This is an optimization exercise on Yosys and OpenROAD, whose aim is small area, not a production implementation. The RTL was checked by simulation tests, not by an equivalence proof against the original design. No activity file was given, so power comes from the tool's default toggle rates.

==> inputs of sierra <==
## uart_core
module uart_core(
  input                  clk     ,
  input                  rst_n   ,       
  input                  serial_in_i     ,
  output                 serial_out_o    ,  
  output  [15:0]         bus2ip_addr_o   ,
  output  [15:0]         bus2ip_data_o   ,
  output                 bus2ip_rd_ce_o  ,     
  output                 bus2ip_wr_ce_o  ,     
  input   [15:0]         ip2bus_data_i
);
clock: 8.0 ns
lec_check: 0
cap_margin: 20
core_margin: 2
core_utilization: 60
slew_margin: 20
standard.sh (not shown) runs the stock make flow with config.mk's settings and CLKGATE_MAP_FILE= SYNTH_SCRIPT=/design/flow/synth_recipe.tcl, a recipe that flattens the netlist after the stock synthesis.
==> flow/flow/run.sh <==
#!/bin/bash
set -o pipefail
export CTS_ARGS="-sink_clustering_enable -repair_clock_nets -dont_use_dummy_load -sink_clustering_size 32 -sink_clustering_max_diameter 90"
export BUFFER_PORTS_ARGS="-buffer_cell sky130_fd_sc_hd__buf_1"
bash standard.sh > standard.log 2>&1
==> garnet (differences from sierra) <==
--- a/flow/design.v
+++ b/flow/design.v
@@ -39,55 +39,50 @@
   end
 endmodule
 `timescale 1ns/10fs
 module bbfifo_16x8(
   input          clk   ,
   input          rst_n ,       
   input          read_i    ,       
   input          write_i   ,       
-  input          store_i   ,       
-  input          clear_i   ,       
   input  [7:0]   data_in_i ,
   output [7:0]   data_out_o      ,    
   output         data_present_o  ,
   output         full_o    ,
   output         afull_o       
 );
 reg [4:0] rptr;
 reg [4:0] wptr;
 wire  full ;
 wire  empty;
 assign full_o     = full;
 assign data_present_o = ~empty;
-wire [4:0] rptr_p1 = rptr + 5'b1;
-wire [4:0] wptr_p1 = wptr + 5'b1;
-wire [3:0] store_addr = (write_i & ~clear_i) ? wptr_p1[3:0] : wptr[3:0];
 bbfifo_16x8_mem bbfifo_16x8_mem (
   .clk        (clk ),
-  .wen_i      (store_i ), 
+  .wen_i      (write_i&(~full) ), 
   .wdata_i    (data_in_i ), 
-  .waddr_i    (store_addr ), 
+  .waddr_i    (wptr[3:0] ), 
   .raddr_i    (rptr[3:0] ), 
   .rdata_o    (data_out_o )
 );
 always @(posedge clk or negedge rst_n)
   if(!rst_n)	
   	rptr <= 5'b0;
   else if(read_i && (!empty))
-  	rptr <= rptr_p1;
+  	rptr <= rptr + 5'b1;
 always @(posedge clk or negedge rst_n)
   if(!rst_n)
 	  wptr <= 5'b0;
   else if(write_i && (!full))
-  	wptr <= wptr_p1;
-wire same_slot = (wptr[3:0] == rptr[3:0]);
-assign full    = same_slot && (wptr[4] != rptr[4]);
-assign empty   = same_slot && (wptr[4] == rptr[4]);
-assign afull_o = (wptr_p1[3:0] == rptr[3:0]) && (wptr_p1[4] != rptr[4]);
+  	wptr <= wptr + 5'b1;
+wire [4:0] diff = wptr - rptr;
+assign full    = (diff == 5'd16);
+assign empty   = (diff == 5'd0);
+assign afull_o = (diff == 5'd15);
 endmodule
 `timescale 1ns/10fs
 module kcuart_rx(
   input            clk    ,
   input            rst_n  ,       
   input            msb_first_i      ,    
   input            parity_en_i      ,    
   input            start_polarity_i ,    
@@ -155,70 +150,64 @@
       bit_count <= 4'd0;
   end
   always @(posedge clk or negedge rst_n) begin
     if(!rst_n)
       stop_condtion <= 0;
     else 
       stop_condtion <= (baud_count == 4'd8 && bit_count == (bit_num - 1) && en_16x_baud_i == 1'b1) ? 1 : 0; 
   end
-  reg  [7:0] data_bits;
-  reg        parity_bit;
   always @(posedge clk or negedge rst_n) begin
     if(!rst_n) begin
-      parity_bit    <= 1'b0;
+      received_data <= 9'h0;
       start_bit     <= 1'b1;
       stop_bit      <= 1'b1;
     end
     else if(en_16x_baud_i == 1'b1 && baud_count == 4'd8 && rx_active == 1'b1) begin
       case(bit_count)
         4'd0:  start_bit        <= serial_in_d3 ;  
+        4'd1:  received_data[0] <= serial_in_d3 ;
+        4'd2:  received_data[1] <= serial_in_d3 ;
+        4'd3:  received_data[2] <= serial_in_d3 ;
+        4'd4:  received_data[3] <= serial_in_d3 ;
+        4'd5:  received_data[4] <= serial_in_d3 ;
+        4'd6:  received_data[5] <= serial_in_d3 ;
+        4'd7:  received_data[6] <= serial_in_d3 ;
+        4'd8:  received_data[7] <= serial_in_d3 ;
         4'd9:  
           if(parity_en_i == 1'b1)
-            parity_bit <= serial_in_d3 ; 
+            received_data[8] <= serial_in_d3 ; 
           else
             stop_bit         <= serial_in_d3 ;
         4'd10: 
           if(parity_en_i == 1'b1)
             stop_bit <= serial_in_d3 ;
       endcase
     end
     else if(rx_active == 1'b0) begin
-      parity_bit    <= 1'b0;
+      received_data <= 9'h0;
       start_bit     <= start_polarity;
       stop_bit      <= stop_polarity;
     end
   end
-  always @(posedge clk) begin
-    if(en_16x_baud_i == 1'b1 && baud_count == 4'd8 && rx_active == 1'b1) begin
-      case(bit_count)
-        4'd1:  data_bits[0] <= serial_in_d3 ;
-        4'd2:  data_bits[1] <= serial_in_d3 ;
-        4'd3:  data_bits[2] <= serial_in_d3 ;
-        4'd4:  data_bits[3] <= serial_in_d3 ;
-        4'd5:  data_bits[4] <= serial_in_d3 ;
-        4'd6:  data_bits[5] <= serial_in_d3 ;
-        4'd7:  data_bits[6] <= serial_in_d3 ;
-        4'd8:  data_bits[7] <= serial_in_d3 ;
-      endcase
-    end
-  end
-  always @(*) received_data = {parity_bit, data_bits};
   assign break_condition = (stop_bit != stop_polarity && bit_count == (bit_num - 1)) ? 1 : 0;
   assign par_data[7:0] = (msb_first_i == 1'b0) ? received_data[7:0] : {received_data[0], received_data[1], received_data[2],
                            received_data[3], received_data[4], received_data[5], received_data[6], received_data[7]};
   assign calculated_parity = ^received_data[7:0];
   assign mismatch_parity = (parity_en_i == 1'b1 && calculated_parity != received_data[8]) ? 1'b1 : 1'b0;
   always @(posedge clk or negedge rst_n) begin
     if(!rst_n) 
       data_strobe_o <= 1'b0;
     else 
       data_strobe_o <= (stop_condtion == 1'b1 && break_condition == 1'b0 && mismatch_parity == 1'b0);
   end
-  always @(*) data_out_o = par_data;
+  always @(posedge clk) begin
+    if(stop_condtion == 1'b1)
+      data_out_o <= par_data[7:0];
+  end
 endmodule
 `timescale 1ns/10fs
 module kcuart_tx(
   input          clk     ,
   input          rst_n   ,       
   input          msb_first_i      ,     
   input          parity_en_i      ,     
   input          start_polarity_i ,     
@@ -337,34 +326,31 @@
 module uart_tx(
   input          clk      ,
   input          rst_n    ,       
   input          msb_first_i       ,    
   input          parity_en_i       ,    
   input          start_polarity_i  ,    
   input  [7:0]   data_in_i         ,
   input          write_buffer_i    ,       
-  input          write_now_i       ,       
   input          reset_buffer_i    ,       
   input          en_16x_baud_i    ,
   output         serial_out_o        ,
   output         buffer_full_o       ,
   output         buffer_afull_o
 );
   wire  reset_buffer_n = rst_n & (~reset_buffer_i);
   wire  tx_complete;
   wire  data_present;
   wire  [7:0] fifo_dout;
   bbfifo_16x8 bbfifo_16x8(
     .clk              (clk),
     .rst_n            (reset_buffer_n),      
     .read_i           (tx_complete),      
-    .write_i          (write_buffer_i),
-    .store_i          (write_now_i),
-    .clear_i          (reset_buffer_i),      
+    .write_i          (write_buffer_i),      
     .data_in_i        (data_in_i),
     .data_out_o       (fifo_dout),    
     .data_present_o   (data_present),
     .full_o           (buffer_full_o),
     .afull_o          (buffer_afull_o)
   );                                
   kcuart_tx kcuart_tx(
     .clk              (clk),
@@ -428,17 +414,16 @@
   input                  clk               ,
   input                  rst_n             ,       
   input                  en_16x_baud_i        ,
   input  [7:0]           rx_data_out_i            ,
   output                 rx_read_buffer_o         ,
   input                  rx_buffer_data_present_i ,
   output reg [7:0]       tx_data_in_o           ,
   output reg             tx_write_buffer_o      ,       
-  output                 tx_write_now_o         ,
   input                  tx_buffer_full_i       ,
   input                  tx_buffer_afull_i,
   output  [15:0]         bus2ip_addr_o   ,
   output  [15:0]         bus2ip_data_o   ,
   output                 bus2ip_rd_ce_o  ,     
   output                 bus2ip_wr_ce_o  ,     
   input   [15:0]         ip2bus_data_i
 );
@@ -446,28 +431,28 @@
   parameter EOF = 8'hd5;
   parameter TIMEOUT_VALUE = 12'd3200;   
   wire          present = rx_buffer_data_present_i;
   wire          get_sof_p1;
   reg           get_sof_done;
   wire          get_eof_p1;
   reg           get_eof_done;
   reg  [11:0]   baud_timer;
-  wire          baud_timeout = (baud_timer == TIMEOUT_VALUE);
   reg  [5:0]    byte_count;
   reg  [5:0]    expected_count;
   wire [5:0]    byte_count_p1 = byte_count + 6'd1;
   always @(posedge clk or negedge rst_n) begin
     if(!rst_n)
       baud_timer <= 12'd0;
     else if(present == 1'b1 || get_eof_done == 1'b1)
       baud_timer <= 12'd0;
-    else if(en_16x_baud_i == 1'b1 && !baud_timeout)    
+    else if(en_16x_baud_i == 1'b1 && baud_timer < TIMEOUT_VALUE)
       baud_timer <= baud_timer + 12'd1;
   end
+  wire baud_timeout = (baud_timer == TIMEOUT_VALUE);
   assign get_sof_p1 = present && (rx_data_out_i == SOF);
   assign get_eof_p1 = present && (rx_data_out_i == EOF) && (byte_count == expected_count);
   wire   sof = (get_sof_done == 1'b0 && get_sof_p1 == 1'b1);
   always @(posedge clk or negedge rst_n) begin
     if(!rst_n)
       get_sof_done <= 1'b0;
     else if(baud_timeout == 1'b1 || (get_eof_done == 1'b0 && get_eof_p1 == 1'b1))
       get_sof_done <= 1'b0;
@@ -585,24 +570,24 @@
   reg         write_in_progress;
   reg  [4:0]  write_step;
   reg         write_enable;
   always @(posedge clk or negedge rst_n) begin
     if(!rst_n)
       write_in_progress <= 1'b0;
     else if(fcs_matched == 1'b1 && write_reg == 1'b1 && get_eof_done == 1'b0 && get_eof_p1 == 1'b1)
       write_in_progress <= 1'b1;
-    else if(write_step == {burst_len, 1'b0})
+    else if(write_step == {burst_len, 1'b1})
       write_in_progress <= 1'b0;
   end
   always @(posedge clk or negedge rst_n) begin
     if(!rst_n)
-      write_step <= 5'd31;
+      write_step <= 5'd0;
     else if(sof)
-      write_step <= 5'd31;
+      write_step <= 5'd0;
     else if(write_in_progress == 1'b1)
       write_step <= write_step + 5'd1;
   end
   always @(posedge clk or negedge rst_n) begin
     if(!rst_n)
       write_enable <= 1'b0;
     else
       write_enable <= write_in_progress;
@@ -612,40 +597,42 @@
   reg         read_enable;
   reg         read_enable_d1;
   reg  [15:0] read_data [0:15];
   always @(posedge clk or negedge rst_n) begin
     if(!rst_n)
       read_in_progress <= 1'b0;
     else if(fcs_matched == 1'b1 && read_reg == 1'b1 && get_eof_done == 1'b0 && get_eof_p1 == 1'b1)
       read_in_progress <= 1'b1;
-    else if(read_step == {burst_len, 1'b0})
+    else if(read_step == {burst_len, 1'b1})
       read_in_progress <= 1'b0;
   end
   always @(posedge clk or negedge rst_n) begin
     if(!rst_n)
-      read_step <= 5'd31;
+      read_step <= 5'd0;
     else if(sof)
-      read_step <= 5'd31;
+      read_step <= 5'd0;
     else if(read_in_progress == 1'b1)
       read_step <= read_step + 5'd1;
   end
   always @(posedge clk or negedge rst_n) begin
     if(!rst_n) begin
       read_enable    <= 1'b0;
       read_enable_d1 <= 1'b0;
     end
     else begin
       read_enable    <= read_in_progress;
       read_enable_d1 <= read_enable;
     end
   end
+  wire [4:0]  write_step_m1 = write_step - 5'd1;
+  wire [4:0]  read_step_m1  = read_step - 5'd1;
   always @(posedge clk) begin
-    if(read_enable == 1'b1 && read_step[0] == 1'b1)
-      read_data[read_step[4:1]] <= ip2bus_data_i;
+    if(read_enable == 1'b1 && read_step[0] == 1'b0)
+      read_data[read_step_m1[4:1]] <= ip2bus_data_i;
   end
   reg    get_eof_done_d1;
   always @(posedge clk or negedge rst_n) begin
     if(!rst_n)
       get_eof_done_d1 <= 1'b0;
     else
       get_eof_done_d1 <= get_eof_done;
   end
@@ -681,18 +668,20 @@
       tx_in_progress <= 1'b0;
   end
   always @(posedge clk) begin
     if(tx_start == 1'b1 && tx_in_progress == 1'b0) begin
       tx_burst_len_z1 <= tx_burst_len;
       tx_base_addr_z1 <= tx_base_addr;
     end
   end
-  always @(posedge clk) begin
-    if(tx_in_progress == 1'b1 && tx_ok)
+  always @(posedge clk or negedge rst_n) begin
+    if(!rst_n)
+      tx_count <= 6'h0;
+    else if(tx_in_progress == 1'b1 && tx_ok)
       tx_count <= tx_count + 6'd1;
     else if(tx_in_progress == 1'b0)
       tx_count <= 6'h0;
   end
   wire [3:0]  tx_word = tx_count[4:1] - 4'd2;
   wire [15:0] tx_rd   = read_data[tx_word];
   reg  [7:0]  tx_byte;
   always @(*) begin
@@ -707,40 +696,41 @@
   reg  tx_in_progress_d1;
   reg  [7:0] tx_fcs;
   always @(posedge clk or negedge rst_n) begin
     if(!rst_n)
       tx_in_progress_d1 <= 0;
     else
       tx_in_progress_d1 <= tx_in_progress;
    end
-  always @(posedge clk) begin
-    if(tx_in_progress == 1'b1 && tx_in_progress_d1 == 1'b1 && tx_ok)
+  always @(posedge clk or negedge rst_n) begin
+    if(!rst_n)
+      tx_fcs <= 8'h0;
+    else if(tx_in_progress == 1'b1 && tx_in_progress_d1 == 1'b1 && tx_ok)
       tx_fcs <= tx_byte ^ tx_fcs;
     else if(tx_in_progress == 1'b0)
       tx_fcs <= 8'h0;
   end
-  always @(*) begin
+  always @(posedge clk) begin
     if(tx_count == tx_last - 6'd1)
-      tx_data_in_o = tx_fcs;
+      tx_data_in_o <= tx_fcs;
     else if(tx_count == tx_last)
-      tx_data_in_o = 8'hd5;
+      tx_data_in_o <= 8'hd5;
     else
-      tx_data_in_o = tx_byte;
+      tx_data_in_o <= tx_byte;
   end
-  assign tx_write_now_o = tx_in_progress && tx_ok;
   always @(posedge clk or negedge rst_n) begin
     if(!rst_n)
       tx_write_buffer_o <= 1'b0;
     else
-      tx_write_buffer_o <= tx_write_now_o;
+      tx_write_buffer_o <= tx_in_progress && tx_ok;
   end
-  wire [3:0]  bus_word = write_enable ? write_step[4:1] : read_step[4:1];
+  wire [3:0]  bus_word = write_enable ? write_step_m1[4:1] : read_step_m1[4:1];
   assign bus2ip_addr_o  = base_addr + {12'h0, bus_word};
-  wire [3:0]  wring_pos = write_step[4:1] - wphase;
+  wire [3:0]  wring_pos = write_step_m1[4:1] - wphase;
   assign bus2ip_data_o  = wring[wring_pos];
   assign bus2ip_rd_ce_o = read_enable;
   assign bus2ip_wr_ce_o = write_enable;
 endmodule
 `timescale 1ns/10fs
 module uart_core(
   input                  clk     ,
   input                  rst_n   ,       
@@ -757,17 +747,16 @@
   wire          start_polarity;
   wire          en_16x_baud;
   wire          reset_buffer;
   wire [7:0]    rx_data_out ;
   wire          rx_read_buffer;
   wire          rx_buffer_data_present;
   wire  [7:0]   tx_data_in         ; 
   wire          tx_write_buffer    ; 
-  wire          tx_write_now       ; 
   wire          tx_buffer_full     ; 
   wire          tx_buffer_afull;
   wire  [15:0]  baud_config  ;
   uart_rx uart_rx(
     .clk                   (clk ),
     .rst_n                 (rst_n ),     
     .parity_en_i           (parity_en ),     
     .msb_first_i           (msb_first ),     
@@ -782,17 +771,16 @@
   uart_tx uart_tx(
     .clk                   (clk ) , 
     .rst_n                 (rst_n ) , 
     .parity_en_i           (parity_en ) , 
     .msb_first_i           (msb_first ) , 
     .start_polarity_i      (start_polarity),
     .data_in_i             (tx_data_in ) , 
     .write_buffer_i        (tx_write_buffer ) , 
-    .write_now_i           (tx_write_now ) , 
     .reset_buffer_i        (reset_buffer ) , 
     .en_16x_baud_i         (en_16x_baud ) , 
     .serial_out_o          (serial_out_o ) , 
     .buffer_full_o         (tx_buffer_full ) , 
     .buffer_afull_o        (tx_buffer_afull )
   );
   baud_generator  baud_generator(
     .clk                   (clk )   ,
@@ -816,17 +804,16 @@
     .clk                     (clk        ),
     .rst_n                   (rst_n      ),      
     .en_16x_baud_i           (en_16x_baud   ),
     .rx_data_out_i           (rx_data_out            ) ,
     .rx_read_buffer_o        (rx_read_buffer         ) ,
     .rx_buffer_data_present_i(rx_buffer_data_present ) ,
     .tx_data_in_o            (tx_data_in          ) ,
     .tx_write_buffer_o       (tx_write_buffer     ) ,
-    .tx_write_now_o          (tx_write_now        ) ,
     .tx_buffer_full_i        (tx_buffer_full      ) ,
     .tx_buffer_afull_i       (tx_buffer_afull),
     .bus2ip_addr_o           (bus2ip_addr_o   ) ,
     .bus2ip_data_o           (bus2ip_data_o   ) ,
     .bus2ip_rd_ce_o          (bus2ip_rd_ce_o  ) ,  
     .bus2ip_wr_ce_o          (bus2ip_wr_ce_o  ) , 
     .ip2bus_data_i           (ip2bus_data_i ) 
   );
==> flow/run.sh (new file) <==
#!/bin/bash
# synth_recipe.tcl (not shown) runs the flow's synth.tcl, then flattens the netlist and writes it again
# the make line also repeats each setting of config.mk as NAME=value (left out here)
make -C /OpenROAD-flow-scripts/flow DESIGN_CONFIG=/design/flow/config.mk WORK_HOME=/design/flow/orfs CLKGATE_MAP_FILE= SYNTH_SCRIPT=/design/flow/synth_recipe.tcl finish
==> flow/config.mk (replaced) <==
export PLATFORM = sky130hd
export DESIGN_NAME = uart_core
export DESIGN_NICKNAME = uart_core
export VERILOG_FILES = /design/flow/design.v
export SDC_FILE = /design/flow/constraint.sdc
export NUM_CORES = 4
export LEC_CHECK = 0
export ABC_AREA = 1
export CAP_MARGIN = 20
export CORE_MARGIN = 2
export CORE_UTILIZATION = 55
export CTS_BUF_LIST = sky130_fd_sc_hd__clkbuf_4 sky130_fd_sc_hd__clkbuf_8
export CTS_CLUSTER_SIZE = 24
export SLEW_MARGIN = 20
removed: flow/flow/run.sh
removed: flow/standard.sh
==> notes.md <==
|  | garnet | sierra |
|---|---|---|
| Starting utilization of the core area | 0.555 | 0.606 |
| Register-to-register path setup slack | 3.50 ns | 3.77 ns |
| Post-synthesis sequential area ratio | 0.633 | 0.666 |
| Endpoint of the worst register-to-register path | uart_regs.baud_config_o[7] | uart_regs.baud_config_o[6] |
| Met2 Resource Use GR | 0.440 | 0.448 |
| Post-Layout Cell Count | 4,832 | 3,160 |
| Iter 0 DRT Violations | 2,213 | 1,515 |
| Fraction of layout instances using a drive strength above 1 | 0.0943 | 0.127 |
| Clock network power share | 0.456 | 0.304 |
| Max Clock Skew | 0.0355 ns | 0.0686 ns |
| Aggregate routed wire length | 92,100 um | 75,200 um |
| Post-Route Hold Slack | 0.302 ns | 0.325 ns |
| Result of the run | finished clean | finished clean |
| Non-clock inverter count in the final layout | 485 | 67 |
| Capture point of the worst path | bus2ip_data_o[1] | bus2ip_data_o[12] |
| Sequential standard cell area | 23,100 um^2 | 22,800 um^2 |
| Wire length of the first global-routing pass | 142,000 um | 117,000 um |
| R2r worst-path depth | 17 | 12 |
| Net Count, Synth | 3,801 | 2,432 |
| Adder and majority cell fraction of the synthesized area | 0.0209 | 0.0184 |
| Worst skew pair latency | 0.78 ns | 0.62 ns |
| Area added between synthesis and finish | 12.5% | 6.00% |
| Hold Crit Class | reg2async | reg2reg |
| Largest net degree at the start of global routing | 93 | 71 |

==> what the ideal ports hide <==
The flow's constraints put no driver on any port. The routed layouts listed below were extracted and timed again, unchanged, in two steps.
Step 1 (the two cells are an assumption about what drives the block):
set clk [get_ports {clk}]
set_driving_cell -lib_cell sky130_fd_sc_hd__clkbuf_16 $clk
set_driving_cell -lib_cell sky130_fd_sc_hd__buf_2 [delete_from_list [all_inputs] $clk]
Step 2, shift: input delay + t, output delay - t, t = (earliest + latest rising clock arrival at the registers) / 2. This alone moves slack from input paths to output paths.
a / b / c = ideal / step 1 / step 2; a / b = the first two.
| run | shift t [ns] | slack for setup (ns) | clock arrival spread, ns | worst register clock-pin slew, ns | pins driven straight from the clock port |
|---|---|---|---|---|---|
| sierra | 0.645 | 1.611 / 1.547 / 2.192 | 0.077 / 0.077 | 0.12 / 0.12 | 1 |
| garnet | 0.822 | 0.790 / 0.733 / 1.555 | 0.040 / 0.040 | 0.07 / 0.07 | 1 |
After both steps setup and hold are still met in every run listed.
